This design comes from an exercise in tuning for small area on the open sky130 flow, not from production work. Function was checked by simulation only, so behaviour that the tests miss may differ from the original. Power is estimated from default activity; no workload was simulated.

==> flow/design.v (outline; a module is shown in full before it is edited, if it fits) <==
// module vliw_top: 141 lines
// module D_ff_Mem: 9 lines
// module register_Mem: 34 lines
// module decoder4to16: 21 lines
// module mux16to1: 21 lines
// module D_ff: 10 lines
// module register32bit: 34 lines
// module registerSet: 10 lines
// module decoder3to8: 15 lines
// module mux8to1: 15 lines
// module registerFile: 13 lines
// module D_ff_n: 9 lines
// module D_ff_n_1: 9 lines
// module register32bit_n: 34 lines
// module register32bit_n_1: 34 lines
// module register1bit: 3 lines
// module D_ff_flag: 9 lines
// module register1bit_flag: 3 lines
// module register2bit: 4 lines
// module register3bit: 5 lines
// module adder: 4 lines
// module signExt5to32: 6 lines
// module signExt8to32: 6 lines
// module signExt11to32: 6 lines
// module leftshift32_1: 6 lines
// module leftshift32_2: 6 lines
// module mux2to1_2bit: 9 lines
// module mux4to1_32bit: 11 lines
// module mux2to1_1bit: 9 lines
// module mux2to1_3bit: 9 lines
// module mux2to1_32bit: 9 lines
// module alu: 61 lines
// module adder_mem: 12 lines
// module compareAndSetFlag: 20 lines
// module ctrlCkt: 207 lines
// module IF_ID: 4 lines
// module ID_EX: 42 lines
// module EX_MEM: 24 lines
// module MEM_WB: 26 lines
// module Forwarding: 39 lines
// module hazardDetection: 25 lines
// module DataMem: 23 lines
module vliw_top(input clk, input reset, output [31:0] imem_addr, input [31:0] imem_data, output [31:0] A, output [31:0] B);
  // ...
==> flow/run.sh <==
#!/bin/bash
# synth_recipe.tcl (not shown) runs the flow's synth.tcl, then flattens the netlist and writes it again
# the make line also repeats each setting of config.mk as NAME=value (left out here)
make -C /OpenROAD-flow-scripts/flow DESIGN_CONFIG=/design/flow/config.mk WORK_HOME=/design/flow/orfs CLKGATE_MAP_FILE= SYNTH_SCRIPT=/design/flow/synth_recipe.tcl finish
==> flow/config.mk <==
export PLATFORM = sky130hd
export DESIGN_NAME = vliw_top
export DESIGN_NICKNAME = vliw_top
export VERILOG_FILES = /design/flow/design.v
export SDC_FILE = /design/flow/constraint.sdc
export NUM_CORES = 4
export LEC_CHECK = 0
export CAP_MARGIN = 20
export CORE_MARGIN = 2
export CORE_UTILIZATION = 40
export PLACE_DENSITY = 0.6
export SLEW_MARGIN = 20
==> flow/constraint.sdc <==
create_clock -name core_clock -period 10.0 [get_ports {clk}]
set_input_delay 2.0000 -clock core_clock [delete_from_list [all_inputs] [get_ports {clk}]]
set_output_delay 2.0000 -clock core_clock [all_outputs]
set_load 0.01 [all_outputs]
==> summary.txt, run 1 <==
Setup Total Neg Slack=0 ps; Pleak=a little over 30 nW; multi-input combinational cell area=0.03535 mm^2; Sequential Area=between 0.02 and 0.03 mm^2; Hold EP=RegFile.decOut1[2]; clock buffer count in the final layout=around 150; PortBufs=~130; sw frac=a little under half; switching pwr=10.46 mW; share of the synthesized area in the top cell type=28.86%; Power Total=22.88 mW; fill cell count=roughly 16,000; Syn Area/Cell=slightly above 8 um^2; leading area contributor after synthesis=dfxtp_1; max reg flops=16; signal buffers share of area=under 10%; Pre-antenna DRT Iters=9; final cell count without fillers=around 11,000; Core Area=approximately 0.16 mm^2; fin area=0.07705 mm^2; M1 GR Usage=between 40% and 50%; Die Wd=slightly above 400 um; r2r startpoint=ex_mem.rp2_muxOut.d2.q; grt met3 use=11.63%; Synth Area in Compound Gates=between 20% and 30%; outcome=complete, no violations
==> module vliw_top, before the edit <==
module vliw_top(input clk, input reset, output [31:0] imem_addr, input [31:0] imem_data, output [31:0] A, output [31:0] B);
  wire p3_memWrite, p3_regWrite1, p3_regWrite2;
  wire [31:0] p3_memOut, p3_aluOut;
  wire p3_overflow, p3_carry, p3_neg, p3_zero;
  wire p3_NFlagWrite, p3_ZFlagWrite, p3_CFlagWrite, p3_VFlagWrite;
  wire [2:0] p3_writeReg1, p3_writeReg2;
  wire [31:0] pcOut, pc_adderOut, IR;
  wire [31:0] p0_pc, p0_intr;
  wire [31:0] regOut1, regOut2, regOut3, regOut4;
  wire [1:0] pc_in, aluOp;
  wire regWrite1, regWrite2, branch,  jump,  add_shift_bar, memRead, memWrite, IF_Flush;
  wire EPCWrite1, EPCWrite2, causeWrite1, causeWrite2, exception1, exception2;
  wire NFlagWrite1, NFlagWrite2, ZFlagWrite1, ZFlagWrite2, CFlagWrite1, CFlagWrite2, VFlagWrite1, VFlagWrite2;
  wire [31:0] t0, memOffset, shiftImm, addImm;
  wire [31:0] t1, t2, bAddress, jAddress, bvalue, PC1;
  wire [31:0] PC2;
  wire p1_regWrite1, p1_regWrite2, p1_add_shift_bar, p1_memRead, p1_memWrite;
  wire [1:0] p1_aluOp;
  wire p1_EPCWrite1, p1_EPCWrite2, p1_CauseWrite1, p1_CauseWrite2, p1_NFlagWrite1, p1_NFlagWrite2, p1_ZFlagWrite1, p1_ZFlagWrite2, p1_CFlagWrite1, p1_CFlagWrite2, p1_VFlagWrite1, p1_VFlagWrite2;
  wire [31:0] p1_p0_pc, p1_regOut1, p1_regOut2, p1_regOut3, p1_regOut4;
  wire [2:0] p1_writeReg1, p1_writeReg2, p1_writeReg3, p1_rn1, p1_rn2;
  wire [31:0] p1_memOffset, p1_shiftImm, p1_addImm;
wire  hd_stall, PC_write, if_id_write;
  wire overflow_mem, carry_mem;
  wire [31:0] adder_out;
  wire [31:0] mux_aluIn1, mux_aluIn2, aluOut;
  wire overflow_r, carry_r, neg_r, zero_r;
  wire OVERFLOW;
  wire [31:0] PC_final;
  wire [1:0] pc_in_sel;
  mux2to1_2bit mux_pc_in(pc_in, 2'b11, overflow_mem | overflow_r, pc_in_sel);
  mux4to1_32bit mux_pc(pc_adderOut, PC1, PC2, 32'd60, pc_in_sel, PC_final);
  register32bit_n PC( clk, reset, PC_write, 1'b1, PC_final, pcOut );
  adder PC_add(pcOut, 32'b0000_0000_0000_0000_0000_0000_0000_0100, pc_adderOut);
  assign imem_addr = pcOut;
  assign IR = imem_data;
  IF_ID if_id( clk, reset, if_id_write, 1'b1, IF_Flush | overflow_mem | overflow_r | exception1 | exception2, pc_adderOut, IR, p0_pc, p0_intr);
  registerFile RegFile(clk, reset, p3_regWrite1, p3_regWrite2, p0_intr[15:13], p0_intr[12:10], p0_intr[31:29], p0_intr[23:21], 
	p3_writeReg1, p3_writeReg2, p3_memOut, p3_aluOut, regOut1, regOut2, regOut3, regOut4 );
  ctrlCkt Ctrlckt( p0_intr[25:16], p0_intr[9:0], pc_in, regWrite1, regWrite2, 
  branch,  jump,  add_shift_bar, aluOp, memRead, memWrite, IF_Flush, 
  EPCWrite1, EPCWrite2, causeWrite1, causeWrite2, exception1, exception2, 
  NFlagWrite1, NFlagWrite2, ZFlagWrite1, ZFlagWrite2, CFlagWrite1, CFlagWrite2, VFlagWrite1, VFlagWrite2);
  hazardDetection hd(p1_memRead, add_shift_bar, p1_writeReg1, p0_intr[23:21], p0_intr[31:29],
  p0_intr[15:13], p0_intr[12:10], memRead, memWrite,
  hd_stall, PC_write, if_id_write);
  signExt5to32 sext_1( p0_intr[9:5], t0);
  leftshift32_2 lshift_1(t0, memOffset);  
  signExt5to32 sext_2( p0_intr[25:21], shiftImm);
  signExt8to32 sext_3( p0_intr[31:24], addImm);
  signExt8to32 sext_4( p0_intr[15:8], t1);
  leftshift32_2 lshift_2(t1, bAddress);
  signExt11to32 sext_5( p0_intr[15:5], t2);
  leftshift32_2 lshift_3(t2, jAddress);
  adder branch_add(p0_pc, bAddress, bvalue);
  assign PC2 = {p0_pc[31:28],jAddress[27:0]};
  mux2to1_32bit branch_mux(p0_pc, bvalue, branch & OVERFLOW , PC1);
  wire mux_regWrite1, mux_regWrite2, mux_memRead, mux_memWrite, mux_NFlagWrite1, mux_NFlagWrite2, mux_ZFlagWrite1, mux_ZFlagWrite2, mux_CFlagWrite1, mux_CFlagWrite2, mux_VFlagWrite1, mux_VFlagWrite2; 
  mux2to1_1bit ctrl_mux_1(regWrite1, 1'b0, hd_stall | exception1 | exception2  | overflow_r | overflow_mem, mux_regWrite1);
  mux2to1_1bit ctrl_mux_2(regWrite2, 1'b0, hd_stall | exception1 | exception2 |overflow_mem | overflow_r , mux_regWrite2);
  mux2to1_1bit ctrl_mux_3(memRead, 1'b0, hd_stall | exception1 | exception2 |overflow_mem | overflow_r, mux_memRead);
  mux2to1_1bit ctrl_mux_4(memWrite, 1'b0, hd_stall | exception1 | exception2 |overflow_mem | overflow_r, mux_memWrite);
  mux2to1_1bit ctrl_mux_5(NFlagWrite1, 1'b0, hd_stall | exception1 | exception2 |overflow_mem | overflow_r, mux_NFlagWrite1);
  mux2to1_1bit ctrl_mux_6(NFlagWrite2, 1'b0, hd_stall | exception1 | exception2 |overflow_mem | overflow_r, mux_NFlagWrite2);
  mux2to1_1bit ctrl_mux_7(ZFlagWrite1, 1'b0, hd_stall | exception1 | exception2 |overflow_mem | overflow_r, mux_ZFlagWrite1);
  mux2to1_1bit ctrl_mux_8(ZFlagWrite2, 1'b0, hd_stall | exception1 | exception2 |overflow_mem | overflow_r, mux_ZFlagWrite2);
  mux2to1_1bit ctrl_mux_9(CFlagWrite1, 1'b0, hd_stall | exception1 | exception2 |overflow_mem | overflow_r, mux_CFlagWrite1);
  mux2to1_1bit ctrl_mux_10(CFlagWrite2, 1'b0, hd_stall | exception1 | exception2 |overflow_mem | overflow_r, mux_CFlagWrite2);
  mux2to1_1bit ctrl_mux_11(VFlagWrite1, 1'b0, hd_stall | exception1 | exception2 |overflow_mem | overflow_r, mux_VFlagWrite1);
  mux2to1_1bit ctrl_mux_12(VFlagWrite2, 1'b0, hd_stall | exception1 | exception2 |overflow_mem | overflow_r, mux_VFlagWrite2);
  ID_EX if_ex(clk, reset, 1'b1, 1'b1, mux_regWrite1, mux_regWrite2, add_shift_bar, aluOp, mux_memRead, mux_memWrite, 
  EPCWrite1, EPCWrite2, causeWrite1, causeWrite2, mux_NFlagWrite1, mux_NFlagWrite2, mux_ZFlagWrite1, mux_ZFlagWrite2, mux_CFlagWrite1, mux_CFlagWrite2, mux_VFlagWrite1, mux_VFlagWrite2, 
  p0_pc, regOut1, regOut2, regOut3, regOut4,
  p0_intr[15:13], p0_intr[31:29],
  p0_intr[12:10],  p0_intr[23:21],  p0_intr[28:26], memOffset, shiftImm, addImm,
  p1_regWrite1, p1_regWrite2, p1_add_shift_bar, p1_aluOp, p1_memRead, p1_memWrite, 
  p1_EPCWrite1, p1_EPCWrite2, p1_CauseWrite1, p1_CauseWrite2, p1_NFlagWrite1, p1_NFlagWrite2, p1_ZFlagWrite1, p1_ZFlagWrite2, p1_CFlagWrite1, p1_CFlagWrite2, p1_VFlagWrite1, p1_VFlagWrite2,
  p1_p0_pc, p1_regOut1, p1_regOut2, p1_regOut3, p1_regOut4,
  p1_rn1, p1_rn2,
  p1_writeReg1, p1_writeReg2, p1_writeReg3, p1_memOffset, p1_shiftImm, p1_addImm);
  wire [31:0] EPC;
  register32bit_n EPC_reg( clk, reset, p1_EPCWrite1 | p1_EPCWrite2 | overflow_mem | overflow_r, 1'b1, p1_p0_pc, EPC );
  wire cause_value;
  wire CAUSE;
  mux2to1_1bit mux_Cause(1'b0, 1'b1, overflow_mem | overflow_r, cause_value);
  register1bit CAUSE_reg( clk, reset, p1_CauseWrite1 | p1_CauseWrite2 | overflow_mem | overflow_r, 1'b1, cause_value, CAUSE );
  wire p2_regWrite1, p2_regWrite2, p2_memRead, p2_memWrite;
  wire p2_NFlagWrite, p2_ZFlagWrite, p2_CFlagWrite, p2_VFlagWrite, p2_Overflow, p2_Carry, p2_Neg, p2_Zero;
  wire [31:0] p2_adderOut, p2_AluOut, p2_str;
  wire [2:0] p2_writeReg1, p2_muxOut;
  wire [31:0] mux_fwdc, mux_fwda, mux_fwdb, mux_fwdd;
  wire [2:0] fwdc, fwda, fwdb, fwdd;
  mux4to1_32bit FwdC(p1_regOut1, p2_AluOut, p3_aluOut, p3_memOut, fwdc, mux_fwdc);
  mux4to1_32bit FwdA(p1_regOut3, p2_AluOut, p3_aluOut, p3_memOut, fwda, mux_fwda);
  mux4to1_32bit FwdB(p1_regOut4, p2_AluOut, p3_aluOut, p3_memOut, fwdb, mux_fwdb);
  mux4to1_32bit FwdD(p1_regOut2, p2_AluOut, p3_aluOut, p3_memOut, fwdd, mux_fwdd);
  adder_mem Adder_mem(mux_fwdc, p1_memOffset, overflow_mem, carry_mem, adder_out);
  mux2to1_32bit mux_alu1(mux_fwda, p1_addImm, p1_add_shift_bar, mux_aluIn1);
  mux2to1_32bit mux_alu2(p1_shiftImm, mux_fwdb, p1_add_shift_bar, mux_aluIn2);
  alu ALU(mux_aluIn1, mux_aluIn2, p1_aluOp, overflow_r, carry_r, neg_r, zero_r, aluOut);
  wire [2:0] p1_muxOut;
  mux2to1_3bit mux_writeReg(p1_writeReg3, p1_writeReg2, p1_add_shift_bar, p1_muxOut);
  wire mux_p1_regWrite1, mux_p1_regWrite2, mux_p1_memRead, mux_p1_memWrite, NFlagWrite, ZFlagWrite, CFlagWrite, VFlagWrite;
  mux2to1_1bit ctrl1_mux_1(p1_regWrite1, 1'b0, overflow_mem | overflow_r, mux_p1_regWrite1);
  mux2to1_1bit ctrl1_mux_2(p1_regWrite2, 1'b0, overflow_mem | overflow_r, mux_p1_regWrite2);
  mux2to1_1bit ctrl1_mux_3(p1_memRead, 1'b0, overflow_mem | overflow_r, mux_p1_memRead);
  mux2to1_1bit ctrl1_mux_4(p1_memWrite, 1'b0, overflow_mem | overflow_r, mux_p1_memWrite);
  mux2to1_1bit ctrl1_mux_5(p1_NFlagWrite1 | p1_NFlagWrite2, 1'b0, overflow_mem | overflow_r, NFlagWrite);
  mux2to1_1bit ctrl1_mux_6(p1_ZFlagWrite1 | p1_ZFlagWrite2, 1'b0, overflow_mem | overflow_r, ZFlagWrite);
  mux2to1_1bit ctrl1_mux_7(p1_CFlagWrite1 | p1_CFlagWrite2, 1'b0, overflow_mem | overflow_r, CFlagWrite);
  EX_MEM ex_mem(clk, reset, 1'b1, 1'b1, mux_p1_regWrite1, mux_p1_regWrite2, mux_p1_memRead, mux_p1_memWrite,
  NFlagWrite,  ZFlagWrite,  CFlagWrite, p1_VFlagWrite1 | p1_VFlagWrite2,  overflow_mem | overflow_r,  carry_mem | carry_r,  neg_r,  zero_r,  
  adder_out, aluOut,  mux_fwdd,  p1_writeReg1,  p1_muxOut,
	p2_regWrite1, p2_regWrite2, p2_memRead, p2_memWrite, p2_NFlagWrite, p2_ZFlagWrite,  
	p2_CFlagWrite, p2_VFlagWrite, p2_Overflow, p2_Carry, p2_Neg, p2_Zero,
	p2_adderOut, p2_AluOut, p2_str, p2_writeReg1, p2_muxOut );
  wire [31:0] memOut;
  DataMem Data_mem(clk, reset, p2_memWrite, p2_memRead, p2_adderOut, p2_str, memOut );
  wire Neg, Zero;
  compareAndSetFlag cmp(memOut, p2_Neg, p2_Zero, Neg, Zero);
  MEM_WB mem_wb( clk, reset, 1'b1, 1'b1, p2_memWrite, p2_regWrite1, p2_regWrite2,
  p2_Overflow, p2_Carry, Neg , Zero,
  p2_NFlagWrite, p2_ZFlagWrite, p2_CFlagWrite, p2_VFlagWrite, 
  memOut, p2_AluOut, 
  p2_writeReg1, p2_muxOut,
  p3_memWrite, p3_regWrite1, p3_regWrite2, 
  p3_overflow, p3_carry, p3_neg, p3_zero, 
  p3_NFlagWrite, p3_ZFlagWrite, p3_CFlagWrite, p3_VFlagWrite,
  p3_memOut, p3_aluOut, 
  p3_writeReg1, p3_writeReg2);
  Forwarding fwd_ckt(p2_regWrite2, p2_muxOut, p1_writeReg2, p1_rn2, p1_rn1, 
	p3_regWrite2, p3_writeReg2, p3_writeReg1, p1_writeReg1, 
	fwda, fwdb, fwdc, fwdd);
	wire NEGATIVE, ZERO, CARRY;
	register1bit_flag Overflow_reg( clk, reset, p3_VFlagWrite, 1'b1, p3_overflow, OVERFLOW );
	register1bit_flag Negative_reg( clk, reset, p3_NFlagWrite, 1'b1, p3_neg, NEGATIVE );
	register1bit_flag Zero_reg( clk, reset, p3_ZFlagWrite, 1'b1, p3_zero, ZERO );
	register1bit_flag Carry_reg( clk, reset, p3_CFlagWrite, 1'b1, p3_carry, CARRY );
 assign A = p3_memOut;
 assign B = p3_aluOut;
endmodule
==> run 2: changes to the inputs <==
==> flow/design.v (replaced) <==
module vliw_top(input clk, input reset, output [31:0] imem_addr, input [31:0] imem_data, output [31:0] A, output [31:0] B);
  reg [29:0] pc;                        
  reg [31:0] ir;                        
  reg        e_ld, e_rw2, e_st, e_vw, e_asb;
  reg  [1:0] e_op;
  reg  [2:0] e_rn1, e_rd1;
  reg  [4:0] e_off;
  reg [10:0] e_s2;                      
  reg        rst_q;                     
  reg        m_rw1, m_rw2, m_st, m_vw, m_ov;
  reg  [3:0] m_addr;
  reg [31:0] m_alu, m_str;
  reg  [2:0] m_wr1, m_wr2;
  reg        w_rw1, w_rw2, w_ov, w_vw;
  reg [31:0] w_mem, w_alu;
  reg  [2:0] w_wr1, w_wr2;
  reg        vflag;
  reg [255:0] rf;
  reg [511:0] dm;
  assign imem_addr = {pc, 2'b00};
  assign A = w_mem;
  assign B = w_alu;
  wire [4:0] op1 = ir[4:0];
  wire [4:0] op2 = ir[20:16];
  wire d_ld  = op1 == 5'b10001;
  wire d_st  = op1 == 5'b10000;
  wire d_j   = op1 == 5'b11100;
  wire d_br  = op1 == 5'b11011;
  wire d_n1  = op1 == 5'b00000;
  wire br_ok = ir[7:5] == 3'b001;
  wire exc1  = (d_br & ~br_ok) | ~(d_ld | d_st | d_j | d_br | d_n1);
  wire d_add = op2 == 5'b00100;
  wire d_sub = op2 == 5'b00101;
  wire d_sh  = op2 == 5'b00010;
  wire d_neg = op2 == 5'b01000;
  wire d_n2  = op2 == 5'b00000;
  wire und2  = ~(d_add | d_sub | d_sh | d_neg | d_n2);
  wire exc2  = und2 | (d_neg & (ir[25:21] != 5'b00110));
  wire d_asb = d_add | d_sub;
  wire [1:0] d_op = {d_sh | d_neg, d_sub | d_neg};
  wire d_rw2 = d_add | d_sub | d_sh | d_neg;
  wire d_vw  = d_ld | d_st | d_add | d_sub | d_neg;
  wire stall = e_ld & ( (d_asb ? (e_rd1 == ir[23:21]) : (e_rd1 == ir[31:29]))
                      | ((d_ld | d_st) & (e_rd1 == ir[15:13]))
                      | (d_st & (e_rd1 == ir[12:10])) );
  wire ovf;                             
  wire kill  = stall | exc1 | exc2 | ovf;
  wire flush = d_j | d_br | exc1 | exc2 | ovf;
  wire p_exc = exc1 | und2;             
  wire p_br  = d_br & br_ok;            
  wire [29:0] inc = p_br ? (vflag ? {{22{ir[15]}}, ir[15:8]} : 30'd0) : 30'd1;
  wire [29:0] pc_sum = pc + inc;
  wire [29:0] pc_next = (ovf | p_exc) ? 30'd15 :
                        d_j ? {pc[29:26], {15{ir[15]}}, ir[15:5]} : pc_sum;
  always @(negedge clk) begin
    if (reset) pc <= 30'd0;
    else if (!stall) pc <= pc_next;
    if (reset | flush) ir <= 32'd0;
    else if (!stall) ir <= imem_data;
    rst_q <= reset;
  end
  always @(negedge clk) begin
    if (reset) begin
      e_ld <= 1'b0; e_rw2 <= 1'b0; e_st <= 1'b0; e_vw <= 1'b0; e_asb <= 1'b0; e_op <= 2'b00;
      e_off <= 5'd0; e_s2 <= 11'd0;
    end else begin
      e_ld  <= d_ld & ~kill;
      e_rw2 <= d_rw2 & ~kill;
      e_st  <= d_st & ~kill;
      e_vw  <= d_vw & ~kill;
      e_asb <= d_asb;
      e_op  <= d_op;
      e_off <= ir[9:5];
      e_s2  <= ir[31:21];
    end
    e_rn1 <= ir[15:13];
    e_rd1 <= ir[12:10];
  end
  function [31:0] rsel(input [255:0] r, input [2:0] a);
    rsel = r[a*32 +: 32];
  endfunction
  wire m_fwd_ok = m_rw2 & (m_wr2 != 3'd0);
  wire w_fwd_ok = w_rw2 & (w_wr2 != 3'd0);
  function [31:0] fwd(input [2:0] a, input [31:0] rv);
    if (m_fwd_ok && m_wr2 == a)      fwd = m_alu;
    else if (w_fwd_ok && w_wr2 == a) fwd = w_alu;
    else if (w_fwd_ok && w_wr1 == a) fwd = w_mem;
    else                             fwd = rv;
  endfunction
  wire [2:0]  a_x = e_asb ? e_s2[2:0] : e_s2[10:8];
  wire [31:0] r_c = rst_q ? 32'd0 : rsel(rf, e_rn1);
  wire [31:0] r_d = rst_q ? 32'd0 : rsel(rf, e_rd1);
  wire [31:0] r_x = rst_q ? 32'd0 : rsel(rf, a_x);
  wire [31:0] C = fwd(e_rn1, r_c);
  wire [31:0] D = fwd(e_rd1, r_d);
  wire [31:0] X = fwd(a_x, r_x);
  wire [31:0] O = {{25{e_off[4]}}, e_off, 2'b00};
  wire [31:0] asum = C + O;
  wire ovf_m = (C[31] == O[31]) & (asum[31] != C[31]);
  wire [31:0] Y = e_asb ? {{24{e_s2[10]}}, e_s2[10:3]} : {{27{e_s2[4]}}, e_s2[4:0]};
  wire is_sub = e_op == 2'b01;
  wire is_neg = e_op == 2'b11;
  wire [31:0] ax = is_neg ? 32'd0 : X;
  wire [31:0] by = is_neg ? ~X : (is_sub ? ~Y : Y);
  wire [31:0] sum = ax + by + {31'd0, is_sub | is_neg};
  wire [31:0] shr = e_s2[4] ? 32'd0 : (X >> e_s2[3:0]);
  wire [31:0] alu = (e_op == 2'b10) ? shr : sum;
  reg ovf_r;
  always @(*) begin
    case (e_op)
      2'b00: ovf_r = (X[31] == Y[31]) & (sum[31] != X[31]);
      2'b01: ovf_r = (e_s2[10:3] == 8'd0) & X[31];
      2'b10: ovf_r = 1'b0;
      default: ovf_r = X[31];
    endcase
  end
  assign ovf = ovf_m | ovf_r;
  always @(negedge clk) begin
    if (reset) begin
      m_rw1 <= 1'b0; m_rw2 <= 1'b0; m_st <= 1'b0; m_vw <= 1'b0; m_ov <= 1'b0;
      m_addr <= 4'd0; m_alu <= 32'd0;
    end else begin
      m_rw1 <= e_ld & ~ovf;
      m_rw2 <= e_rw2 & ~ovf;
      m_st  <= e_st & ~ovf;
      m_vw  <= e_vw;
      m_ov  <= ovf;
      m_addr <= asum[5:2];
      m_alu <= alu;
    end
    m_str <= D;
    m_wr1 <= e_rd1;
    m_wr2 <= e_asb ? e_s2[2:0] : e_s2[7:5];
  end
  function [31:0] dinit(input integer w);
    case (w)
      0: dinit = 32'd1;   1: dinit = 32'd3;   2: dinit = 32'd7;   3: dinit = 32'd6;
      4: dinit = 32'd15;  5: dinit = 32'd2;   6: dinit = 32'd0;   7: dinit = 32'd23;
      8: dinit = 32'd1;   9: dinit = 32'd4;  10: dinit = 32'd9;  11: dinit = 32'd8;
     12: dinit = 32'd0;  13: dinit = 32'd5;  14: dinit = 32'd4;
      default: dinit = 32'h8000_0000;
    endcase
  endfunction
  wire [31:0] wd0 = m_str & {32{~reset}};
  wire [31:0] wd1 = m_str | {32{reset}};
  genvar gw, gb;
  generate
    for (gw = 0; gw < 16; gw = gw + 1) begin : g_dm
      wire en = reset | (m_st & (m_addr == gw));
      for (gb = 0; gb < 32; gb = gb + 1) begin : g_b
        always @(negedge clk)
          if (en) dm[gw*32 + gb] <= dinit(gw) >> gb & 1 ? wd1[gb] : wd0[gb];
      end
    end
  endgenerate
  wire [31:0] mem_out = dm[m_addr*32 +: 32];
  always @(negedge clk) begin
    if (reset) begin
      w_rw1 <= 1'b0; w_rw2 <= 1'b0; w_ov <= 1'b0; w_vw <= 1'b0;
      w_mem <= 32'd0; w_alu <= 32'd0;
    end else begin
      w_rw1 <= m_rw1; w_rw2 <= m_rw2; w_ov <= m_ov; w_vw <= m_vw;
      w_mem <= mem_out; w_alu <= m_alu;
    end
    w_wr1 <= m_wr1;
    w_wr2 <= m_wr2;
  end
  wire [31:0] wd_1 = w_mem & {32{~rst_q}};
  genvar gr;
  generate
    for (gr = 0; gr < 8; gr = gr + 1) begin : g_rf
      wire we2 = w_rw2 & (w_wr2 == gr);
      wire we1 = rst_q | (w_rw1 & (w_wr1 == gr));
      always @(negedge clk)
        if (we2) rf[gr*32 +: 32] <= w_alu;
        else if (we1) rf[gr*32 +: 32] <= wd_1;
    end
  endgenerate
  always @(posedge clk)
    if (reset) vflag <= 1'b0;
    else if (w_vw) vflag <= w_ov;
endmodule
==> run 2 against run 1 <==
Against the previous run:
- still clean
- first-iteration DRC count down 55%
- clock power down 16%
- non-clock buffer count down 133
- sequential share of layout area up 10 points
- cell count down 38%
- largest power group is now sequential cells
==> summary.txt, run 2 <==
fill cell count=11,349 (was 16,169); vias in the first global route=40,259 (was 66,653); Pre-antenna DRT Iters=8 (was 9); H-tree levels=3 (was 4); Worst Path Max Fanout=12 (was 13); CTS Buf Count=113 (was 142); slowest stage delay, CP=770 ps (was 940 ps); library cells used by synthesis=83 (was 109); RSZ-0062 raised after global routing=no (unchanged); share of the synthesized area in the top cell type=44.64% (was 28.86%); final cell count without fillers=6,849 (was 11,099); chip height=363.4 um (was 410.1 um); Sequential Area=0.02802 mm^2 (was 0.02676 mm^2); Die Wd=363.4 um (was 410.1 um); CTS Buffer Depth=3 (unchanged); CP arrival=7150 ps (was 7440 ps); GPL Wtd Cong=0.9670 (was 1.022); HPWL Detailed=102.0 mm (was 196.0 mm); Sink Count=1,014 (was 1,207); Worst-Margin Slew=1058 ps (was 1332 ps); placed cell count=5,627 (was 9,881); crit path cell chain=clkdlybuf4s50_1 (unchanged); ys async rst share=0% (unchanged); largest net degree at the start of global routing=85 (was 232); crit path max-delay cell type=clkdlybuf4s50_1 (unchanged); Core Area=0.1278 mm^2 (was 0.1644 mm^2); max reg flops=512 (was 16); Setup Total Neg Slack=0 ps (unchanged); nets@finish=5,218 (was 8,943); final setup vio count=0 (unchanged); full die area=0.1320 mm^2 (was 0.1682 mm^2); leading area contributor after synthesis=edfxtp_1 (was dfxtp_1); final setup skew=54.15 ps (was 93.36 ps); number of DRC markers in iteration 0=4,460 (was 9,984); row cnt=131 (was 149); Syn Area/Cell=12.71 um^2 (was 8.058 um^2); WL final=163.9 mm (was 310.5 mm); Top delay family on crit path=buffers and inverters (unchanged); r2r setup slk=1220 ps (was 1770 ps); CTS tree=built (unchanged); multi-input combinational cell area=0.02269 mm^2 (was 0.03535 mm^2); Starting Density=40.41% (was 40.11%); initial antenna violation count=8 (was 13); first-pass GRT wire length=243.2 mm (was 445.2 mm); Max-Slew Margin vs Limit=29.49% (was 11.19%); Max Cap Violations=0 (unchanged); Post-Syn Area=0.05166 mm^2 (was 0.06596 mm^2); worst skew pair latency=740 ps (was 840 ps); ys flop type=edfxtp_1 (was dfxtp_1); Power Total=16.50 mW (was 22.88 mW); layout cells sized above 1=15.78% (was 8.752%); data required time of the critical path=8000 ps (about the same); most common cell after layout, fill and taps aside=inv_1 (was nand2_1); post-route ant nets=0 (unchanged); Hold Crit Class=reg -> reg (unchanged); Setup Fix Bufs, Post-CTS=0 (unchanged); Gate Count Post-Synth=4,066 (was 8,186); Final Max Slew Viols=0 (unchanged); Worst Path Class, Setup=reg -> out (unchanged); commonest cells after routing, fill and taps aside=1,055 x inv_1, 768 x edfxtp_1, 551 x nand2_1 (was 1,656 x nand2_1, 1,104 x inv_1, 970 x a21oi_1); sequential share of the synthesized area=54.17% (was 40.52%); GRT Resource Usage Total=24.49% (was 35.60%); clock-pin slew on the worst setup and hold paths=30 ps (was 50 ps); YS warnings=1 (was 33); post-route setup slack=852.8 ps (was 556.2 ps); pre-CTS setup slack=1129 ps (was 1162 ps); Hold Buf Count CTS=0 (unchanged); post-CTS sizing=0 (unchanged); Max IR drop VDD=0.0001609 V (was 0.0001954 V); Fin. Hold Viols=0 (unchanged); Pleak=25.72 nW (was 31.01 nW); ranking of synthesized cells by area=edfxtp_1 45%, mux4_2 15%, dfxtp_1 9.5%, o21ai_0 4.6%, nand2_1 4.0% (was dfxtp_1 29%, edfxtp_1 12%, nand2_1 9.6%, a21oi_1 7.4%, o21ai_0 4.4%); via density per instance=5.780 (was 6.236); PortBufs=127 (was 129); crit path launch type=flop (unchanged); Layout area overhead=21.34% (was 16.81%); #FFs+latches synth=1,014 (was 1,207); CTS root buf=clkbuf_16 (unchanged); hold slack=317.0 ps (was 411.5 ps); CP Capture Type=primary output (unchanged); vias after detailed routing=39,587 (was 69,210); Power Dens Cells=263.3 mW/mm^2 (was 297.0 mW/mm^2); top cells by count, synth=768 x edfxtp_1, 555 x nand2_1, 475 x o21ai_0, 344 x mux4_2, 261 x clkbuf_1 (was 1,682 x nand2_1, 970 x a21oi_1, 951 x dfxtp_1, 603 x clkbuf_1, 582 x o21ai_0); outcome=complete, no violations (unchanged); # IOs=130 (unchanged); worst path bufs/invs=1 (unchanged); most frequent cell after synthesis=edfxtp_1 (was nand2_1); Post-synth EDFFs=768 (was 256); drt drc=0 (unchanged); wire per inst=23.92 um (was 27.97 um); global route total overflow=0 (unchanged)
-- run 2: path summary, 6_finish.rpt --
| path | startpoint | end | depth (start not counted) |
|---|---|---|---|
| worst max-delay path | w_alu[28] | B[28] | 1 |
| worst max register to register | vflag | pc[29] | 15 |
| worst min register to register | m_wr1[2] | w_wr1[2] | 0 |
| worst min-delay path | m_wr1[2] | w_wr1[2] | 0 |
-- run 2: where the power goes --
part	switching [mW]	internal [mW]
registers	0.785	5.48
clock network	2.89	3.21
logic	2.26	1.88
total	5.93	10.6
-- run 2: stage by stage --
step,instance area [um^2],utilization (%)
after detailed placement,54850,42.90
after global routing,62680,49.03
after CTS,62640,49.00
final,62690,49.03
after floorplan,51670,-
after global placement,54850,42.90
-- run 2: layout make-up --
| class | count | share of cell area [%] |
|---|---|---|
| Sequential cell | 1014 | 44.69 |
| Multi-Input combinational cell | 2700 | 36.19 |
| Clock inverter | 1107 | 7.924 |
| Clock buffer | 113 | 4.511 |
| Tap cell | 1662 | 3.317 |
| Timing Repair Buffer | 222 | 3.182 |
| Inverter | 28 | 0.1677 |
| Antenna cell | 3 | 0.01198 |
-- run 2: routing by layer --
| layer | GRT usage [%] | part of all wire [%] | up-vias |
|---|---|---|---|
| li1 | - | - | 17702 |
| met1 | 32.39 | 41 | 19543 |
| met2 | 37.09 | 46 | 2010 |
| met3 | 6.444 | 8.9 | 330 |
| met4 | 12.64 | 3.4 | 2 |
| met5 | 0 | 0.0079 | - |
-- run 2: kinds of logic (layout without fill, tap and decap cells) --
logic type	count (synthesis)	count (layout)	synth area share [%]
flops	1014	1014	54.17
buf+inv	353	1470	2.742
fa+ha+maj	92	92	2.286
xor+xnor	81	81	1.373
simple gates	1075	1075	9.516
other cells	1	5	0.007259
mux	517	517	18.55
compound gates	933	933	11.35
==> run 3: changes to the inputs <==
--- a/flow/design.v
+++ b/flow/design.v
@@ -12,5 +12,5 @@
   reg [31:0] m_alu, m_str;
   reg  [2:0] m_wr1, m_wr2;
-  reg        w_rw1, w_rw2, w_ov, w_vw;
+  reg        w_rw1, w_rw2;
   reg [31:0] w_mem, w_alu;
   reg  [2:0] w_wr1, w_wr2;
@@ -53,5 +53,5 @@
   wire [29:0] pc_next = (ovf | p_exc) ? 30'd15 :
                         d_j ? {pc[29:26], {15{ir[15]}}, ir[15:5]} : pc_sum;
-  always @(negedge clk) begin
+  always @(posedge clk) begin
     if (reset) pc <= 30'd0;
     else if (!stall) pc <= pc_next;
@@ -60,5 +60,5 @@
     rst_q <= reset;
   end
-  always @(negedge clk) begin
+  always @(posedge clk) begin
     if (reset) begin
       e_ld <= 1'b0; e_rw2 <= 1'b0; e_st <= 1'b0; e_vw <= 1'b0; e_asb <= 1'b0; e_op <= 2'b00;
@@ -77,6 +77,13 @@
     e_rd1 <= ir[12:10];
   end
-  function [31:0] rsel(input [255:0] r, input [2:0] a);
-    rsel = r[a*32 +: 32];
+  function [31:0] rsel(input [255:0] r, input [7:0] s);
+    integer i;
+    begin
+      rsel = 32'd0;
+      for (i = 0; i < 8; i = i + 1) rsel = rsel | (r[i*32 +: 32] & {32{s[i]}});
+    end
+  endfunction
+  function [7:0] dec8(input [2:0] a);
+    dec8 = 8'd1 << a;
   endfunction
   wire m_fwd_ok = m_rw2 & (m_wr2 != 3'd0);
@@ -89,7 +96,7 @@
   endfunction
   wire [2:0]  a_x = e_asb ? e_s2[2:0] : e_s2[10:8];
-  wire [31:0] r_c = rst_q ? 32'd0 : rsel(rf, e_rn1);
-  wire [31:0] r_d = rst_q ? 32'd0 : rsel(rf, e_rd1);
-  wire [31:0] r_x = rst_q ? 32'd0 : rsel(rf, a_x);
+  wire [31:0] r_c = rsel(rf, dec8(e_rn1) & {8{~rst_q}});
+  wire [31:0] r_d = rsel(rf, dec8(e_rd1) & {8{~rst_q}});
+  wire [31:0] r_x = rsel(rf, dec8(a_x) & {8{~rst_q}});
   wire [31:0] C = fwd(e_rn1, r_c);
   wire [31:0] D = fwd(e_rd1, r_d);
@@ -116,5 +123,5 @@
   end
   assign ovf = ovf_m | ovf_r;
-  always @(negedge clk) begin
+  always @(posedge clk) begin
     if (reset) begin
       m_rw1 <= 1'b0; m_rw2 <= 1'b0; m_st <= 1'b0; m_vw <= 1'b0; m_ov <= 1'b0;
@@ -149,16 +156,22 @@
       wire en = reset | (m_st & (m_addr == gw));
       for (gb = 0; gb < 32; gb = gb + 1) begin : g_b
-        always @(negedge clk)
+        always @(posedge clk)
           if (en) dm[gw*32 + gb] <= dinit(gw) >> gb & 1 ? wd1[gb] : wd0[gb];
       end
     end
   endgenerate
-  wire [31:0] mem_out = dm[m_addr*32 +: 32];
-  always @(negedge clk) begin
+  reg [31:0] mem_out;
+  integer mi;
+  always @(*) begin
+    mem_out = 32'd0;
+    for (mi = 0; mi < 16; mi = mi + 1)
+      mem_out = mem_out | (dm[mi*32 +: 32] & {32{m_addr == mi}});
+  end
+  always @(posedge clk) begin
     if (reset) begin
-      w_rw1 <= 1'b0; w_rw2 <= 1'b0; w_ov <= 1'b0; w_vw <= 1'b0;
+      w_rw1 <= 1'b0; w_rw2 <= 1'b0;
       w_mem <= 32'd0; w_alu <= 32'd0;
     end else begin
-      w_rw1 <= m_rw1; w_rw2 <= m_rw2; w_ov <= m_ov; w_vw <= m_vw;
+      w_rw1 <= m_rw1; w_rw2 <= m_rw2;
       w_mem <= mem_out; w_alu <= m_alu;
     end
@@ -172,5 +185,5 @@
       wire we2 = w_rw2 & (w_wr2 == gr);
       wire we1 = rst_q | (w_rw1 & (w_wr1 == gr));
-      always @(negedge clk)
+      always @(posedge clk)
         if (we2) rf[gr*32 +: 32] <= w_alu;
         else if (we1) rf[gr*32 +: 32] <= wd_1;
@@ -179,4 +192,4 @@
   always @(posedge clk)
     if (reset) vflag <= 1'b0;
-    else if (w_vw) vflag <= w_ov;
+    else if (m_vw) vflag <= m_ov;
 endmodule
==> run 3 against run 2 <==
Against the previous run:
- combinational power rose by 15%
- largest cell class unchanged
- largest power group unchanged
- count of clock-buffer cells in the layout grew 12
- total power down 5.0%
- flip-flop and latch count down 2
- highest routed layer unchanged
- utilization fell by 3.1 points
==> summary.txt, run 3 <==
Post-synth EDFFs=768 (unchanged); r2r setup slk=1770 ps (was 1220 ps); Period Utilization, post-route=82.28%; via density per instance=6.511 (was 5.780); ranking of synthesized cells by area=edfxtp_1 47%, dfxtp_1 9.9%, a22oi_1 6.0%, nand2_1 4.1%, o21ai_0 3.8% (was edfxtp_1 45%, mux4_2 15%, dfxtp_1 9.5%, o21ai_0 4.6%, nand2_1 4.0%); CP arrival=8820 ps (was 7150 ps); fin area=0.05668 mm^2 (was 0.06269 mm^2); Pre-antenna DRT Iters=14 (was 8); commonest cells after routing, fill and taps aside=768 x edfxtp_1, 536 x nand2_1, 396 x a22oi_1 (was 1,055 x inv_1, 768 x edfxtp_1, 551 x nand2_1); Hold Buf Count CTS=0 (unchanged); hold slack=325.2 ps (was 317.0 ps); full die area=0.1266 mm^2 (was 0.1320 mm^2); post-route setup slack=1772 ps (was 852.8 ps); Pleak=19.75 nW (was 25.72 nW); final setup vio count=0 (unchanged); CTS tree=built (unchanged); global route total overflow=0 (unchanged); fill cell count=11,352 (was 11,349); Fin. Hold Viols=0 (unchanged); outcome=complete, no violations (unchanged); reg2reg end=ir[5] (was pc[29]); path depth of the worst reg2reg path=23 (was 15); Power Total=15.68 mW (was 16.50 mW); Syn Area/Cell=10.93 um^2 (was 12.71 um^2); Cells on Worst Hold Path=0 (unchanged); Power Dens Cells=276.6 mW/mm^2 (was 263.3 mW/mm^2); DP Area=0.05282 mm^2 (was 0.05485 mm^2); drt drc=0 (unchanged); minimum clock period=8228 ps; post-route ant nets=0 (unchanged); number of DRC markers in iteration 0=5,730 (was 4,460); most frequent cell after synthesis=edfxtp_1 (unchanged); clock-pin slew on the worst setup and hold paths=60 ps (was 30 ps); Worst Path Max Fanout=34 (was 12); Layout area overhead=14.51% (was 21.34%); r2r startpoint=e_asb (was vflag); Max Cap Violations=0 (unchanged); Hold Crit Class=reg -> reg (unchanged); #FFs+latches synth=1,012 (was 1,014); Gate Count Post-Synth=4,528 (was 4,066); row cnt=129 (was 131); wire per inst=31.17 um (was 23.92 um); Hold EP=w_wr1[2] (unchanged); first-pass GRT wire length=278.1 mm (was 243.2 mm); Worst-Margin Slew=1137 ps (was 1058 ps); # IOs=130 (unchanged); PortBufs=127 (unchanged); vias after detailed routing=40,821 (was 39,587); worst skew pair latency=760 ps (was 740 ps); chip height=355.8 um (was 363.4 um); Post-Syn Area=0.04950 mm^2 (was 0.05166 mm^2); H-tree levels=3 (unchanged); Sink Count=1,012 (was 1,014); final setup skew=77.94 ps (was 54.15 ps); Final Util=45.97% (was 49.03%); min-delay src=m_wr1[2] (unchanged); Max-Slew Margin vs Limit=23.61% (was 29.49%); most common cell after layout, fill and taps aside=edfxtp_1 (was inv_1); sequential share of the synthesized area=56.46% (was 54.17%); post-CTS sizing=0 (unchanged); final cell count without fillers=6,270 (was 6,849); CTS Buf Count=108 (was 113); Setup Fix Bufs, Post-CTS=0 (unchanged); CTS root buf=clkbuf_16 (unchanged); crit path launch type=flop (unchanged); RSZ-0062 raised after global routing=no (unchanged); pre-CTS setup slack=1669 ps (was 1129 ps); largest net degree at the start of global routing=108 (was 85); HPWL Detailed=121.9 mm (was 102.0 mm); leading area contributor after synthesis=edfxtp_1 (unchanged); max reg flops=512 (unchanged); Die Wd=355.8 um (was 363.4 um); YS warnings=1 (unchanged); nets@finish=4,663 (was 5,218); library cells used by synthesis=88 (was 83); CP Capture Type=flop (was primary output); placed cell count=6,064 (was 5,627); ys flop type=edfxtp_1 (unchanged); GRT Resource Usage Total=29.98% (was 24.49%); data required time of the critical path=10,590 ps (was 8000 ps); WL final=195.4 mm (was 163.9 mm); top cells by count, synth=768 x edfxtp_1, 537 x nand2_1, 396 x a22oi_1, 372 x o21ai_0, 303 x clkbuf_1 (was 768 x edfxtp_1, 555 x nand2_1, 475 x o21ai_0, 344 x mux4_2, 261 x clkbuf_1); vias in the first global route=38,564 (was 40,259); Max IR drop VDD=0.0001588 V (was 0.0001609 V); Starting Density=40.14% (was 40.41%); initial antenna violation count=13 (was 8); CTS Buffer Depth=3 (unchanged); ys async rst share=0% (unchanged); f_max=between 100 and 150 MHz; layout cells sized above 1=10.36% (was 15.78%); Final Max Slew Viols=0 (unchanged); share of the synthesized area in the top cell type=46.59% (was 44.64%); Core Area=0.1233 mm^2 (was 0.1278 mm^2); Setup Total Neg Slack=0 ps (unchanged); GPL Wtd Cong=0.9884 (was 0.9670); Worst Path Class, Setup=reg -> reg (was reg -> out)
## run 3: layout make-up
class	count	area, um^2	area share, %
Tap cell	1637	2048	3.614
Antenna cell	2	5.005	0.008830
Clock buffer	125	2848	5.024
Clock inverter	79	1008	1.779
Multi-Input combinational cell	3136	20510	36.18
Timing Repair Buffer	250	2208	3.896
Sequential cell	1012	27950	49.31
Inverter	29	108.9	0.1920
## run 3: power by group
part           leakage [nW]  internal (mW)  switching (mW)
clock                  1.88           2.50            1.83
sequential             9.88           5.55            1.04
combinational          7.98           1.68            3.08
## run 3: critical path, cell delays in order, from the launching register on
cell and delay [ps]:
dfxtp_2 710, mux2i_4 370, buf_4 410, xnor2_1 190, or4_1 150, buf_4 410
nand3_1 660, a31oi_1 540, a21oi_1 80, o21ai_0 270, nor2_1 110, a211oi_1 240
ha_1 300, o211ai_1 100, o21ai_0 410, o21ai_0 230, a31oi_1 510, a211o_1 290
nand2_1 150, o21ai_0 450, a211oi_4 210, nor3_2 330, nand2_1 650, a21oi_1 330
## run 3: worst max-delay path by stage
stage | from | depth (start not counted) | endpoint | slack [ps]
floorplan | e_asb | 26 | m_alu[28] | 4570
global placement | e_asb | 23 | ir[27] | 2010
detailed placement | e_asb | 23 | ir[5] | 1670
CTS | e_asb | 23 | ir[5] | 1630
global route | e_asb | 23 | ir[26] | 1220
finish | e_asb | 23 | ir[5] | 1770
## run 3: layer usage
| layer | global-route usage [%] | up-vias | part of all wire [%] |
|---|---|---|---|
| li1 | - | 17421 | - |
| met1 | 38.93 | 19905 | 39 |
| met2 | 47.55 | 2783 | 45 |
| met3 | 6.161 | 706 | 11 |
| met4 | 15.20 | 6 | 5.7 |
| met5 | 0 | - | 0.022 |
## run 3: kinds of logic (layout without fill, tap and decap cells)
group | Yosys count | in the layout | share of synthesized area, %
AO/OA/AOI/OAI | 1508 | 1508 | 20.51
flip-flops | 1012 | 1012 | 56.46
multiplexers | 209 | 209 | 4.646
AND/OR/NAND/NOR | 1241 | 1241 | 11.54
adder cells (fa/ha/maj) | 92 | 92 | 2.386
other | 1 | 4 | 0.007576
buffers and inverters | 381 | 483 | 2.973
XOR/XNOR | 84 | 84 | 1.486
==> run 4: changes to the inputs <==
--- a/flow/design.v
+++ b/flow/design.v
@@ -89,26 +89,30 @@
   wire m_fwd_ok = m_rw2 & (m_wr2 != 3'd0);
   wire w_fwd_ok = w_rw2 & (w_wr2 != 3'd0);
-  function [31:0] fwd(input [2:0] a, input [31:0] rv);
-    if (m_fwd_ok && m_wr2 == a)      fwd = m_alu;
-    else if (w_fwd_ok && w_wr2 == a) fwd = w_alu;
-    else if (w_fwd_ok && w_wr1 == a) fwd = w_mem;
-    else                             fwd = rv;
+  function [31:0] rdf(input [2:0] a);
+    reg fm, fw, fl;
+    reg [7:0] sel;
+    begin
+      fm  = m_fwd_ok & (m_wr2 == a);
+      fw  = ~fm & w_fwd_ok & (w_wr2 == a);
+      fl  = ~fm & ~(w_fwd_ok & (w_wr2 == a)) & w_fwd_ok & (w_wr1 == a);
+      sel = dec8(a) & {8{~rst_q & ~fm & ~fw & ~fl}};
+      rdf = rsel(rf, sel) | (m_alu & {32{fm}}) | (w_alu & {32{fw}}) | (w_mem & {32{fl}});
+    end
   endfunction
   wire [2:0]  a_x = e_asb ? e_s2[2:0] : e_s2[10:8];
-  wire [31:0] r_c = rsel(rf, dec8(e_rn1) & {8{~rst_q}});
-  wire [31:0] r_d = rsel(rf, dec8(e_rd1) & {8{~rst_q}});
-  wire [31:0] r_x = rsel(rf, dec8(a_x) & {8{~rst_q}});
-  wire [31:0] C = fwd(e_rn1, r_c);
-  wire [31:0] D = fwd(e_rd1, r_d);
-  wire [31:0] X = fwd(a_x, r_x);
-  wire [31:0] O = {{25{e_off[4]}}, e_off, 2'b00};
-  wire [31:0] asum = C + O;
-  wire ovf_m = (C[31] == O[31]) & (asum[31] != C[31]);
+  wire [31:0] C = rdf(e_rn1);
+  wire [31:0] D = rdf(e_rd1);
+  wire [31:0] X = rdf(a_x);
+  wire [5:0] alo = {1'b0, C[6:2]} + {1'b0, e_off};
+  wire c7 = alo[5];
+  wire ovf_m = e_off[4] ? (C[31] & ~c7 & ~|C[30:7]) : (~C[31] & c7 & &C[30:7]);
+  wire [3:0] a_mem = alo[3:0];
   wire [31:0] Y = e_asb ? {{24{e_s2[10]}}, e_s2[10:3]} : {{27{e_s2[4]}}, e_s2[4:0]};
   wire is_sub = e_op == 2'b01;
   wire is_neg = e_op == 2'b11;
-  wire [31:0] ax = is_neg ? 32'd0 : X;
-  wire [31:0] by = is_neg ? ~X : (is_sub ? ~Y : Y);
-  wire [31:0] sum = ax + by + {31'd0, is_sub | is_neg};
+  wire [31:0] ax = X ^ {32{is_neg}};
+  wire [31:0] by = (Y ^ {32{is_sub}}) & {32{~is_neg}};
+  wire [32:0] sum_c = {ax, 1'b1} + {by, is_sub | is_neg};
+  wire [31:0] sum = sum_c[32:1];
   wire [31:0] shr = e_s2[4] ? 32'd0 : (X >> e_s2[3:0]);
   wire [31:0] alu = (e_op == 2'b10) ? shr : sum;
@@ -133,5 +137,5 @@
       m_vw  <= e_vw;
       m_ov  <= ovf;
-      m_addr <= asum[5:2];
+      m_addr <= a_mem;
       m_alu <= alu;
     end
@@ -149,14 +153,12 @@
     endcase
   endfunction
-  wire [31:0] wd0 = m_str & {32{~reset}};
-  wire [31:0] wd1 = m_str | {32{reset}};
-  genvar gw, gb;
+  genvar gw;
   generate
     for (gw = 0; gw < 16; gw = gw + 1) begin : g_dm
-      wire en = reset | (m_st & (m_addr == gw));
-      for (gb = 0; gb < 32; gb = gb + 1) begin : g_b
-        always @(posedge clk)
-          if (en) dm[gw*32 + gb] <= dinit(gw) >> gb & 1 ? wd1[gb] : wd0[gb];
-      end
+      wire hit  = m_st & (m_addr == gw);
+      wire we   = ~reset & hit;
+      wire hold = ~reset & ~hit;
+      always @(posedge clk)
+        dm[gw*32 +: 32] <= (m_str & {32{we}}) | (dinit(gw) & {32{reset}}) | (dm[gw*32 +: 32] & {32{hold}});
     end
   endgenerate
@@ -183,9 +185,9 @@
   generate
     for (gr = 0; gr < 8; gr = gr + 1) begin : g_rf
-      wire we2 = w_rw2 & (w_wr2 == gr);
-      wire we1 = rst_q | (w_rw1 & (w_wr1 == gr));
+      wire we2  = w_rw2 & (w_wr2 == gr);
+      wire we1  = ~we2 & (rst_q | (w_rw1 & (w_wr1 == gr)));
+      wire hold = ~we2 & ~we1;
       always @(posedge clk)
-        if (we2) rf[gr*32 +: 32] <= w_alu;
-        else if (we1) rf[gr*32 +: 32] <= wd_1;
+        rf[gr*32 +: 32] <= (w_alu & {32{we2}}) | (wd_1 & {32{we1}}) | (rf[gr*32 +: 32] & {32{hold}});
     end
   endgenerate
==> flow/flow/run.sh (new file) <==
#!/bin/bash
# Layout flow for this design: the standard layout (standard.sh), changed in three ways:
#  - synthesis maps the logic with an area-oriented abc script (flow/area.abc) in place of
#    ORFS's delay-oriented one; everything else in synth_recipe.tcl is kept, so the registers
#    and their names and cell types are those of the standard synthesis;
#  - the port buffers are sky130_fd_sc_hd__buf_1;
#  - the clock tree uses clkbuf_8 buffers (at most 16 sinks each, 60 um across) and no dummy loads.
# Each tool's full output goes to ORFS's logs under orfs/logs/; this script's own output goes to
# run_flow.log.
set -euo pipefail
W=$(pwd)
F="$W/flow"
{
  head -n 1 synth_recipe.tcl
  echo "proc abc {args} { set i [lsearch -exact \$args -script]; if {\$i >= 0} { lset args [expr {\$i + 1}] {$F/area.abc} }; yosys abc {*}\$args }"
  tail -n +2 synth_recipe.tcl
} > my_synth.tcl
sed "s|$W/synth_recipe.tcl|$W/my_synth.tcl|g" standard.sh > my_standard.sh
grep -q "my_synth.tcl" my_standard.sh || { echo "run.sh: could not swap the synthesis script" >&2; exit 1; }
export BUFFER_PORTS_ARGS="-buffer_cell sky130_fd_sc_hd__buf_1"
export CTS_ARGS="-sink_clustering_enable -repair_clock_nets -dont_use_dummy_load -buf_list sky130_fd_sc_hd__clkbuf_8 -sink_clustering_size 16 -sink_clustering_max_diameter 60"
bash my_standard.sh > run_flow.log 2>&1
==> flow/flow/area.abc (new file) <==
&get -n
&st
&dch
&nf -R 1000 -F 8 -A 4 -a
&st
&dch
&nf -R 1000 -F 8 -A 4 -a
&put
==> flow/standard.sh (new file) <==
#!/bin/bash
# synth_recipe.tcl (not shown) runs the flow's synth.tcl, then flattens the netlist and writes it again
# the make line also repeats each setting of config.mk as NAME=value (left out here)
make -C /OpenROAD-flow-scripts/flow DESIGN_CONFIG=/design/flow/config.mk WORK_HOME=/design/flow/orfs CLKGATE_MAP_FILE= SYNTH_SCRIPT=/design/flow/synth_recipe.tcl "${@:-finish}"
removed: flow/run.sh
==> run 4 against run 3 <==
Against the previous run:
- final area fell by 15%
- first-iteration DRC count rose by 92%
- flip-flop and latch count did not move
- total power fell by 48%
- utilization fell by 0.68 points
- die area fell by 13%
- critical path depth rose by 14
- cell count fell by 5.0%
- area after synthesis fell by 13%
- synthesized cell count fell by 7.3%
- critical path type unchanged
- critical endpoint is now ir[21]
==> summary.txt, run 4 <==
Final Max Slew Viols=0 (unchanged); Sink Count=1,012 (unchanged); Max IR drop VDD=0.0001723 V (was 0.0001588 V); Setup Total Neg Slack=0 ps (unchanged); Pleak=17.04 nW (was 19.75 nW); Power Total=8.094 mW (was 15.68 mW); CTS Buf Count=90 (was 108); Syn Area/Cell=10.24 um^2 (was 10.93 um^2); final setup skew=167.7 ps (was 77.94 ps); GPL Wtd Cong=0.9446 (was 0.9884); first-pass GRT wire length=284.1 mm (was 278.1 mm); wire per inst=33.28 um (was 31.17 um); post-route ant nets=0 (unchanged); clock-pin slew on the worst setup and hold paths=100 ps (was 60 ps); drt drc=0 (unchanged); initial antenna violation count=4 (was 13); crit path launch type=flop (unchanged); Hold Buf Count CTS=0 (unchanged); top cells by count, synth=1,012 x dfxtp_1, 573 x a222oi_1, 543 x a22o_1, 347 x nand2_1, 262 x clkinv_1 (was 768 x edfxtp_1, 537 x nand2_1, 396 x a22oi_1, 372 x o21ai_0, 303 x clkbuf_1); hold slack=329.1 ps (was 325.2 ps); GRT Resource Usage Total=34.16% (was 29.98%); Worst Path Max Fanout=32 (was 34); CTS root buf=clkbuf_8 (was clkbuf_16); Layout area overhead=12.54% (was 14.51%); f_max=107.7 MHz (was 121.5 MHz); Core Area=0.1068 mm^2 (was 0.1233 mm^2); library cells used by synthesis=52 (was 88); Max-Slew Margin vs Limit=18.00% (was 23.61%); #FFs+latches synth=1,012 (unchanged); ranking of synthesized cells by area=dfxtp_1 47%, a222oi_1 13%, a22o_1 11%, nand2_1 3.0%, a21oi_1 2.6% (was edfxtp_1 47%, dfxtp_1 9.9%, a22oi_1 6.0%, nand2_1 4.1%, o21ai_0 3.8%); Gate Count Post-Synth=4,196 (was 4,528); Hold Crit Class=reg -> reg (unchanged); H-tree levels=3 (unchanged); Final Util=45.28% (was 45.97%); fill cell count=10,186 (was 11,352); Fin. Hold Viols=0 (unchanged); most frequent cell after synthesis=dfxtp_1 (was edfxtp_1); worst path bufs/invs=2 (unchanged); chip height=331.7 um (was 355.8 um); Post-Syn Area=0.04295 mm^2 (was 0.04950 mm^2); most common cell after layout, fill and taps aside=dfxtp_1 (was edfxtp_1); CTS tree=built (unchanged); Die Wd=331.7 um (was 355.8 um); worst skew pair latency=850 ps (was 760 ps); HPWL Detailed=113.2 mm (was 121.9 mm); data required time of the critical path=10,690 ps (was 10,590 ps); Power Dens Cells=167.5 mW/mm^2 (was 276.6 mW/mm^2); final setup vio count=0 (unchanged); commonest cells after routing, fill and taps aside=1,008 x dfxtp_1, 573 x a222oi_1, 543 x a22o_1 (was 768 x edfxtp_1, 536 x nand2_1, 396 x a22oi_1); Period Utilization, post-route=92.85% (was 82.28%); minimum clock period=9285 ps (was 8228 ps); WL final=198.2 mm (was 195.4 mm); full die area=0.1100 mm^2 (was 0.1266 mm^2); Worst Path Class, Setup=reg -> reg (unchanged); # IOs=130 (unchanged); slowest stage delay, CP=1060 ps (was 710 ps); share of the synthesized area in the top cell type=47.17% (was 46.59%); ys async rst share=0% (unchanged); global route total overflow=0 (unchanged); crit path max-delay cell type=or4_2 (was dfxtp_2); RSZ-0062 raised after global routing=no (unchanged); Max Cap Violations=0 (unchanged); via density per instance=7.261 (was 6.511); layout cells sized above 1=7.736% (was 10.36%); leading area contributor after synthesis=dfxtp_1 (was edfxtp_1); sequential share of the synthesized area=47.17% (was 56.46%); Pre-antenna DRT Iters=23 (was 14); vias after detailed routing=43,255 (was 40,821); ys flop type=dfxtp_1 (was edfxtp_1); max reg flops=512 (unchanged); CTS Buffer Depth=3 (unchanged); outcome=complete, no violations (unchanged); row cnt=120 (was 129); CP arrival=9980 ps (was 8820 ps); Worst-Margin Slew=1223 ps (was 1137 ps); placed cell count=5,860 (was 6,064); YS warnings=1 (unchanged); largest net degree at the start of global routing=87 (was 108); nets@finish=4,654 (was 4,663); PortBufs=127 (unchanged); vias in the first global route=40,976 (was 38,564); Post-synth EDFFs=0 (was 768); CP Capture Type=flop (unchanged); final cell count without fillers=5,957 (was 6,270); Top delay family on crit path=simple AND/OR/NAND/NOR gates (was compound AO/OA/AOI/OAI gates); number of DRC markers in iteration 0=11,027 (was 5,730); Starting Density=40.23% (was 40.14%)
run 4: path summary, 6_finish.rpt:
path,from,end,slack [ps],cells past startpoint
hold reg to reg,m_wr1[0],w_wr1[0],330,0
setup reg to reg,e_asb,ir[21],710,37
hold / removal,m_wr1[0],w_wr1[0],330,0
setup / recovery,e_asb,ir[21],710,37
run 4: where the power goes:
part,switching (mW),internal (mW)
Clock,1.39,0.801
Sequential,0.264,4.19
Combinational,1.04,0.422
run 4: layer usage:
layer  vias up  track usage [%]  share of wire (%)
met4         0            19.56                6.8
met5         -                0                  0
met1     20657            45.76                 38
met2      3776            48.60                 40
li1      17973                -                  -
met3       849            10.24                 15
run 4: cells by family (layout without fill, tap and decap cells):
group                    Yosys count  after routing  share of synthesized area (%)
AO/OA/AOI/OAI                   1704           1704                          33.13
other                              1              6                       0.008731
AND/OR/NAND/NOR                  914            914                          10.20
multiplexers                     121            121                          2.855
adder cells (fa/ha/maj)           68             68                          2.033
flip-flops                      1012           1012                          47.17
XOR/XNOR                         111            111                          2.263
buffers and inverters            265            618                          2.333
run 4: metrics by stage:
| stage | worst slack [ps] | cell area, um^2 |
|---|---|---|
| 3_3_place_gp | 696.7 | 47020 |
| 2_1_floorplan | 3.570 | 42970 |
| 5_1_grt | 18.08 | 48330 |
| 4_1_cts | 572.7 | 48260 |
| 3_5_place_dp | 669.7 | 47030 |
| 6_report | 714.8 | 48340 |
run 4: final cells by class:
class                           instances  area, um^2  area share, %
Multi-Input combinational cell       2920       22550          46.66
Sequential cell                      1012       20260          41.92
Tap cell                             1403        1755          3.632
Timing Repair Buffer                  266        1534          3.173
Clock buffer                           90        1239          2.563
Inverter                              262       983.4          2.034
Antenna cell                            4       10.01        0.02071
run 4: worst register-to-register path, delay by kind of cell, from the launching register on:
family	cells	cell delay (ps)
xor+xnor	2	340
mux	1	400
compound gates	13	3400
fa+ha+maj	1	380
flops	1	590
buf+inv	2	510
simple gates	18	3590
run 4: what timing repair did:
action	CTS	global route
endpoints found under the setup margin	0	41
gates resized for setup	0	8
buffers inserted	0	3
==> run 5: changes to the inputs <==
--- a/flow/config.mk
+++ b/flow/config.mk
@@ -6,7 +6,7 @@
 export NUM_CORES = 4
 export LEC_CHECK = 0
-export CAP_MARGIN = 20
+export CAP_MARGIN = 10
 export CORE_MARGIN = 2
-export CORE_UTILIZATION = 40
-export PLACE_DENSITY = 0.6
-export SLEW_MARGIN = 20
+export CORE_UTILIZATION = 45
+export PLACE_DENSITY = 0.62
+export SLEW_MARGIN = 10
==> run 5 against run 4 <==
Against the previous run:
- utilization increased by 5.5 points
- global-route usage grew 3.6 points
- via count increased by 0.12%
- register-to-register slack about the same
- routed wire length down 2.6%
- clock skew is 63 ps lower
- cell count decreased by 2.4%
- non-clock buffer count fell by 7
- sequential power about the same
- first-iteration DRC count up 9.0%
- worst hold slack better by 4.8 ps
- flip-flop and latch count unchanged
- largest cell class unchanged
- highest routed layer is now met5
==> summary.txt, run 5 <==
outcome=complete, no violations (unchanged); Post-Syn Area=0.04295 mm^2 (unchanged); min-delay src=m_wr1[2] (was m_wr1[0]); max reg flops=512 (unchanged); Core Area=0.09473 mm^2 (was 0.1068 mm^2); most common cell after layout, fill and taps aside=dfxtp_1 (unchanged); Post-synth EDFFs=0 (unchanged); Max IR drop VDD=0.0001775 V (was 0.0001723 V); r2r startpoint=e_asb (unchanged); ys flop type=dfxtp_1 (unchanged); Worst-Margin Slew=1267 ps (was 1223 ps); largest net degree at the start of global routing=123 (was 87); initial antenna violation count=8 (was 4); Simple-Gate Fraction of Synth Area=10.20% (unchanged); Worst Path Class, Setup=reg -> reg (unchanged); top cells by count, synth=1,012 x dfxtp_1, 573 x a222oi_1, 543 x a22o_1, 347 x nand2_1, 262 x clkinv_1 (unchanged); commonest cells after routing, fill and taps aside=1,008 x dfxtp_1, 573 x a222oi_1, 543 x a22o_1 (unchanged); Hold Buf Count CTS=0 (unchanged); via density per instance=7.449 (was 7.261); GPL Wtd Cong=0.9955 (was 0.9446); final setup vio count=0 (unchanged); sequential share of the synthesized area=47.17% (unchanged); wire per inst=33.21 um (was 33.28 um); Starting Density=45.34% (was 40.23%); final setup skew=104.5 ps (was 167.7 ps); ys async rst share=0% (unchanged); global route total overflow=0 (unchanged); most frequent cell after synthesis=dfxtp_1 (unchanged); XOR/XNOR share of the synthesized area=2.263% (unchanged); H-tree levels=3 (unchanged); share of the synthesized area in the top cell type=47.17% (unchanged); CTS Buffer Depth=3 (unchanged); slowest stage delay, CP=1060 ps (about the same); Die Wd=312.9 um (was 331.7 um); crit path max-delay cell type=or4_2 (unchanged); CP arrival=9960 ps (was 9980 ps); post-route ant nets=0 (unchanged); Pre-antenna DRT Iters=17 (was 23); CTS tree=built (unchanged); Period Utilization, post-route=92.94% (was 92.85%); clock-pin slew on the worst setup and hold paths=100 ps (about the same); f_max=107.6 MHz (was 107.7 MHz); minimum clock period=9294 ps (was 9285 ps); Syn Area/Cell=10.24 um^2 (unchanged); Pleak=17.02 nW (was 17.04 nW); Fin. Hold Viols=0 (unchanged); row cnt=113 (was 120); Setup Fix Bufs, Post-CTS=0 (unchanged); Power Total=8.076 mW (was 8.094 mW); most used cell along the critical path=nor3_1; PortBufs=127 (unchanged); GRT Resource Usage Total=37.73% (was 34.16%); post-CTS sizing=0 (unchanged); # IOs=130 (unchanged); crit path launch type=flop (unchanged); post-route setup slack=705.6 ps (was 714.8 ps); Gate Count Post-Synth=4,196 (unchanged); Power Dens Cells=167.8 mW/mm^2 (was 167.5 mW/mm^2); YS warnings=1 (unchanged); HPWL Detailed=110.5 mm (was 113.2 mm); CTS Buf Count=92 (was 90); CP startpoint=e_asb (unchanged); pre-CTS setup slack=340.8 ps (was 669.7 ps); worst skew pair latency=820 ps (was 850 ps); ranking of synthesized cells by area=dfxtp_1 47%, a222oi_1 13%, a22o_1 11%, nand2_1 3.0%, a21oi_1 2.6% (unchanged); CTS root buf=clkbuf_8 (unchanged); Max Cap Violations=0 (unchanged); number of DRC markers in iteration 0=12,018 (was 11,027); Synth Area in Compound Gates=33.13% (unchanged); #FFs+latches synth=1,012 (unchanged); Max-Slew Margin vs Limit=15.00% (was 18.00%); vias in the first global route=40,768 (was 40,976); largest family of logic cells by synthesized area=compound AO/OA/AOI/OAI gates (unchanged); chip height=312.9 um (was 331.7 um); Layout area overhead=12.03% (was 12.54%); library cells used by synthesis=52 (unchanged); full die area=0.09793 mm^2 (was 0.1100 mm^2); drt drc=0 (unchanged); adder-cell share of the synthesized area=2.033% (unchanged); first-pass GRT wire length=279.6 mm (was 284.1 mm); data required time of the critical path=10,670 ps (was 10,690 ps); vias after detailed routing=43,309 (was 43,255); CP Capture Type=flop (unchanged); Hold Crit Class=reg -> reg (unchanged); WL final=193.1 mm (was 198.2 mm); Final Max Slew Viols=0 (unchanged); Sink Count=1,012 (unchanged); layout cells sized above 1=7.547% (was 7.736%); leading area contributor after synthesis=dfxtp_1 (unchanged); multiplexer share of the synthesized area=2.855% (unchanged); nets@finish=4,649 (was 4,654); Worst Path Max Fanout=32 (unchanged)
-- run 5: worst max-delay path: cells and delay by family (launching register included) --
kind            cells  cell delay, ps
compound gates     11            4080
simple gates       13            3010
flops               1             520
mux                 1             500
fa+ha+maj           1             400
xor+xnor            2             330
buf+inv             1             290
-- run 5: layout make-up --
class | instances | area (um^2)
Fill cell | 8841 | 46610
Multi-Input combinational cell | 2920 | 22530
Sequential cell | 1012 | 20260
Tap cell | 1265 | 1583
Timing Repair Buffer | 259 | 1484
Clock buffer | 92 | 1266
Inverter | 262 | 983.4
Antenna cell | 4 | 10.01
-- run 5: kinds of logic after synthesis --
group,count (synthesis)
compound gates,1704
xor+xnor,111
fa+ha+maj,68
buf+inv,265
flops,1012
mux,121
other cells,1
simple gates,914
-- run 5: stage by stage --
step	setup TNS, ps	std cells	hold slack, ps	cell area (um^2)	utilization (%)
final	0	5814	334.0	48120	50.80
after global routing	-16.28	5813	346.4	48120	50.80
after CTS	0	5810	335.5	48100	50.78
after detailed placement	0	5718	312.1	46830	49.44
after global placement	0	5718	313.3	46830	49.44
after floorplan	0	4197	309.6	42970	-
-- run 5: path summary, 6_finish.rpt --
| kind | to | slack (ps) | cells after the start |
|---|---|---|---|
| setup / recovery | ir[21] | 710 | 29 |
| setup reg to reg | ir[21] | 710 | 29 |
| hold reg to reg | w_wr1[2] | 330 | 0 |
| hold / removal | w_wr1[2] | 330 | 0 |
-- run 5: layer usage --
layer,global-route usage (%),up-vias,wire length [um]
met5,0.09671,-,13
met4,18.83,2,12630
met3,12.93,874,30630
met2,53.12,3821,76430
met1,51.14,20631,73370
li1,-,17981,-
-- run 5: where the power goes --
part / internal, mW / switching (mW) / leakage, nW / total, mW
Clock: 0.817 / 1.38 / 0.661 / 2.20
Combinational: 0.412 / 1.01 / 8.19 / 1.43
Sequential: 4.19 / 0.267 / 8.16 / 4.45
Total: 5.42 / 2.66 / 17.0 / 8.08

separate check: timing with driven ports:
Ports are ideal in the flow. The routed layouts listed here were re-timed in OpenROAD. Step 1: set_driving_cell puts a clkbuf_16 on clk and a buf_2 on each other input, an assumption about the parent block. Step 2, shift: input delay + t, output delay - t, t = (earliest + latest rising clock arrival at the registers) / 2. This alone moves slack from input paths to output paths. Three values: ideal, step 1, step 2; two values: the first two.
| run | t (ns) | slack for setup (ns) | worst register clock-pin slew, ns | worst slew at a driven data input, ns |
|---|---|---|---|---|
| run 3 | 0.788 | 1.772 / 1.772 / 1.772 | 0.07 / 0.07 | 0.04 |
| run 4 | 0.838 | 0.715 / 0.715 / 0.715 | 0.11 / 0.11 | 0.04 |
| run 5 | 0.838 | 0.706 / 0.706 / 0.706 | 0.11 / 0.11 | 0.05 |
After both steps every run listed still meets setup and hold.
